Context: an optimization exercise on an open-source flow, tuned for small area. The choices shown serve that exercise and are no tape-out recipe.
Only simulation tests tie the RTL to the original design; equivalence was not proved.
No activity file was given, so power comes from the tool's default toggle rates.

## wip/cedar
// t1b_ultrasonic
module t1b_ultrasonic(
    input clk_50M,
    input reset,
    input echo_rx,
    output trig,
    output op,
    output wire [15:0] distance_out
);
export LEC_CHECK = 0
export CAP_MARGIN = 20
export CORE_MARGIN = 2
export CORE_UTILIZATION = 40
export PLACE_DENSITY = 0.6
export SLEW_MARGIN = 20
create_clock -name core_clock -period 20.0 [get_ports {clk_50M}]
run.sh (not shown) runs the stock make flow with config.mk's settings and CLKGATE_MAP_FILE= SYNTH_SCRIPT=/design/flow/synth_recipe.tcl, a recipe that flattens the netlist after the stock synthesis.
wip/cedar was carried through to the last stage, and its layout satisfied the timing, DRC and antenna checks.
Inputs modified between wip/cedar and wip/harbor:
- changing CORE_UTILIZATION from 40 to 70
- changing PLACE_DENSITY from 0.6 to 0.85
==> flow/flow/run.sh (new file) <==
#!/bin/bash
# Layout flow: the standard ORFS flow with three changes.
#  1. Synthesis is the standard flow's script unchanged, except that the final ABC
#     technology mapping of the combinational logic uses an area-oriented
#     script (flow/abc_area_deep.script). Flip-flops are mapped before ABC,
#     so the registers are exactly the standard synthesis's.
#  2. Ports are buffered with sky130_fd_sc_hd__buf_1 (the smallest buffer).
#  3. CTS without dummy loads, with sky130_fd_sc_hd__clkbuf_4 buffers.
#  4. No full/half-adder extraction before ABC (ADDER_MAP_FILE empty), so
#     ABC maps the adders with the rest of the logic.
# Each tool's output goes to the ORFS logs under orfs/logs/; make's output to
# flow_make.log here.
set -euo pipefail
W=$PWD
F=$W/flow
cat > $W/my_synth.tcl <<EOT
# Replace the ABC script in ORFS's abc call; everything else as the standard flow's synthesis.
proc abc {args} {
  set out {}
  set skip 0
  foreach a \$args {
    if {\$skip} { set skip 0; lappend out $F/abc_area_deep.script; continue }
    if {\$a eq "-script"} { set skip 1; lappend out -script; continue }
    lappend out \$a
  }
  yosys abc {*}\$out
}
source $W/synth_recipe.tcl
EOT
bash standard.sh \
  SYNTH_SCRIPT=$W/my_synth.tcl \
  "BUFFER_PORTS_ARGS=-buffer_cell sky130_fd_sc_hd__buf_1" \
  "CTS_ARGS=-sink_clustering_enable -repair_clock_nets -dont_use_dummy_load -buf_list sky130_fd_sc_hd__clkbuf_4" \
  ADDER_MAP_FILE= \
  finish > $W/flow_make.log 2>&1
==> flow/flow/abc_area_deep.script (new file) <==
strash
&get -n
&deepsyn -T 10 -S 1
&put
&get -n
&dch -f
&nf -a -R 1000
&put
==> flow/standard.sh (new file) <==
#!/bin/bash
# synth_recipe.tcl (not shown) runs the flow's synth.tcl, then flattens the netlist and writes it again
# the make line also repeats each setting of config.mk as NAME=value (left out here)
make -C /OpenROAD-flow-scripts/flow DESIGN_CONFIG=/design/flow/config.mk WORK_HOME=/design/flow/orfs CLKGATE_MAP_FILE= SYNTH_SCRIPT=/design/flow/synth_recipe.tcl "${@:-finish}"
removed: flow/run.sh
Results
Compared with wip/cedar, wip/harbor shows ratio of final minimum period to clock period lower by 2.0 points. wip/harbor vs. wip/cedar: global routing usage summed across all routing layers went up 11 points, setup slack has increased. The higher number of logic stages on the critical path including buffering of wip/cedar and wip/harbor is in wip/harbor. Looking at non-clock buffer count across wip/cedar and wip/harbor, the one that comes out lower is wip/harbor. The estimated power of wip/harbor ends up lower than the estimate for wip/cedar. For global-route wire length before repair, dividing the value from wip/harbor by the value from wip/cedar gives 0.827.
### wip/harbor -> wip/nickel
- putting CTS_CLUSTER_DIAMETER at 500 where nothing was set
- putting CTS_CLUSTER_SIZE at 64 where nothing was set
- swapping 0.85 for 0.6 in PLACE_DENSITY
- swapping 70 for 40 in CORE_UTILIZATION
==> flow/run.sh (new file) <==
#!/bin/bash
# synth_recipe.tcl (not shown) runs the flow's synth.tcl, then flattens the netlist and writes it again
# the make line also repeats each setting of config.mk as NAME=value (left out here)
make -C /OpenROAD-flow-scripts/flow DESIGN_CONFIG=/design/flow/config.mk WORK_HOME=/design/flow/orfs CLKGATE_MAP_FILE= SYNTH_SCRIPT=/design/flow/synth_recipe.tcl finish
removed: flow/flow/run.sh
removed: flow/flow/abc_area_deep.script
removed: flow/standard.sh
Results
- wip/nickel ended up with a lower utilization than wip/harbor did.
- Measured against each other, wip/nickel and wip/harbor differ in xor and xnor fraction of the mapped netlist area, the higher figure coming from wip/nickel.
- Compared to wip/harbor, wip/nickel has worst-skew pair later-pin latency 40 ps lower.
- Comparing worst setup slack for wip/nickel and wip/harbor, the bigger number came from wip/harbor.
- Clock power deteriorates in wip/nickel relative to wip/harbor.
- Going from wip/harbor to wip/nickel, synthesized area higher; final critical-path share of the clock period moved up.
- Summary of wip/nickel over wip/harbor: fraction of power consumed by the clock network rose 20 points; total length of routed wires up 19%.
### wip/nickel -> wip/violet
- a deleted CTS_CLUSTER_DIAMETER that had been 500
- a deleted CTS_CLUSTER_SIZE that had been 64
==> flow/flow/run.sh (new file) <==
#!/bin/bash
# Layout flow: the standard ORFS flow with three changes.
#  1. Synthesis is the standard flow's script unchanged, except that the final ABC
#     technology mapping of the combinational logic uses an area-oriented
#     script (flow/abc_area_deep.script). Flip-flops are mapped before ABC,
#     so the registers are exactly the standard synthesis's.
#  2. Ports are buffered with sky130_fd_sc_hd__buf_1 (the smallest buffer).
#  3. CTS without dummy loads and with larger sink clusters.
# Each tool's output goes to the ORFS logs under orfs/logs/; make's output to
# flow_make.log here.
set -euo pipefail
W=$PWD
F=$W/flow
cat > $W/my_synth.tcl <<EOT
# Replace the ABC script in ORFS's abc call; everything else as the standard flow's synthesis.
proc abc {args} {
  set out {}
  set skip 0
  foreach a \$args {
    if {\$skip} { set skip 0; lappend out $F/abc_area_deep.script; continue }
    if {\$a eq "-script"} { set skip 1; lappend out -script; continue }
    lappend out \$a
  }
  yosys abc {*}\$out
}
source $W/synth_recipe.tcl
EOT
bash standard.sh \
  SYNTH_SCRIPT=$W/my_synth.tcl \
  "BUFFER_PORTS_ARGS=-buffer_cell sky130_fd_sc_hd__buf_1" \
  "CTS_ARGS=-sink_clustering_enable -repair_clock_nets -dont_use_dummy_load -sink_clustering_size 64 -sink_clustering_max_diameter 500" \
  finish > $W/flow_make.log 2>&1
==> flow/flow/abc_area_deep.script (new file) <==
strash
&get -n
&deepsyn -T 10 -S 1
&put
&get -n
&dch -f
&nf -a -R 1000
&put
==> flow/standard.sh (new file) <==
#!/bin/bash
# synth_recipe.tcl (not shown) runs the flow's synth.tcl, then flattens the netlist and writes it again
# the make line also repeats each setting of config.mk as NAME=value (left out here)
make -C /OpenROAD-flow-scripts/flow DESIGN_CONFIG=/design/flow/config.mk WORK_HOME=/design/flow/orfs CLKGATE_MAP_FILE= SYNTH_SCRIPT=/design/flow/synth_recipe.tcl "${@:-finish}"
removed: flow/run.sh
## What came out
Comparing wip/violet and wip/nickel, final-layout clock-cell area share is lower on wip/violet.
Higher area after synthesis was reported by wip/nickel, not wip/violet.
No run among wip/violet and wip/nickel stopped early or left any final violation; all are clean.
What wip/violet reported for power after layout has to be multiplied by 1.09 to get the figure for wip/nickel.

port drivers added, routing unchanged:
In the flow no input, the clock included, has a driving cell. The finished layouts below were timed again as built, in two steps.
Step 1 sets driving cells, clkbuf_16 on the clock port and buf_2 on the other inputs (assumed; they add their load-dependent delay and slew).
Step 2 times the ports against the registers' clock, not the clock port: input delays grow and output delays shrink by t, the midpoint of the rising clock arrivals with the driver on.
Three values: ideal ports, drivers, drivers and shift; two values: the first two.
run | t (ns) | setup WS [ns] | clock arrival spread, ns | cell pins on the clock port's net
wip/cedar | 0.360 | 14.320 / 14.294 / 14.563 | 0.014 / 0.014 | 1
wip/harbor | 0.395 | 14.726 / 14.701 / 14.619 | 0.023 / 0.024 | 1
wip/nickel | 0.360 | 14.320 / 14.294 / 14.563 | 0.014 / 0.014 | 1
wip/violet | 0.353 | 14.697 / 14.671 / 15.024 | 0.015 / 0.014 | 1
After both steps setup and hold are still met in every run listed. For wip/harbor, which loses most, drivers alone change the setup slack by -0.025 ns; drivers and shift together by -0.107 ns.
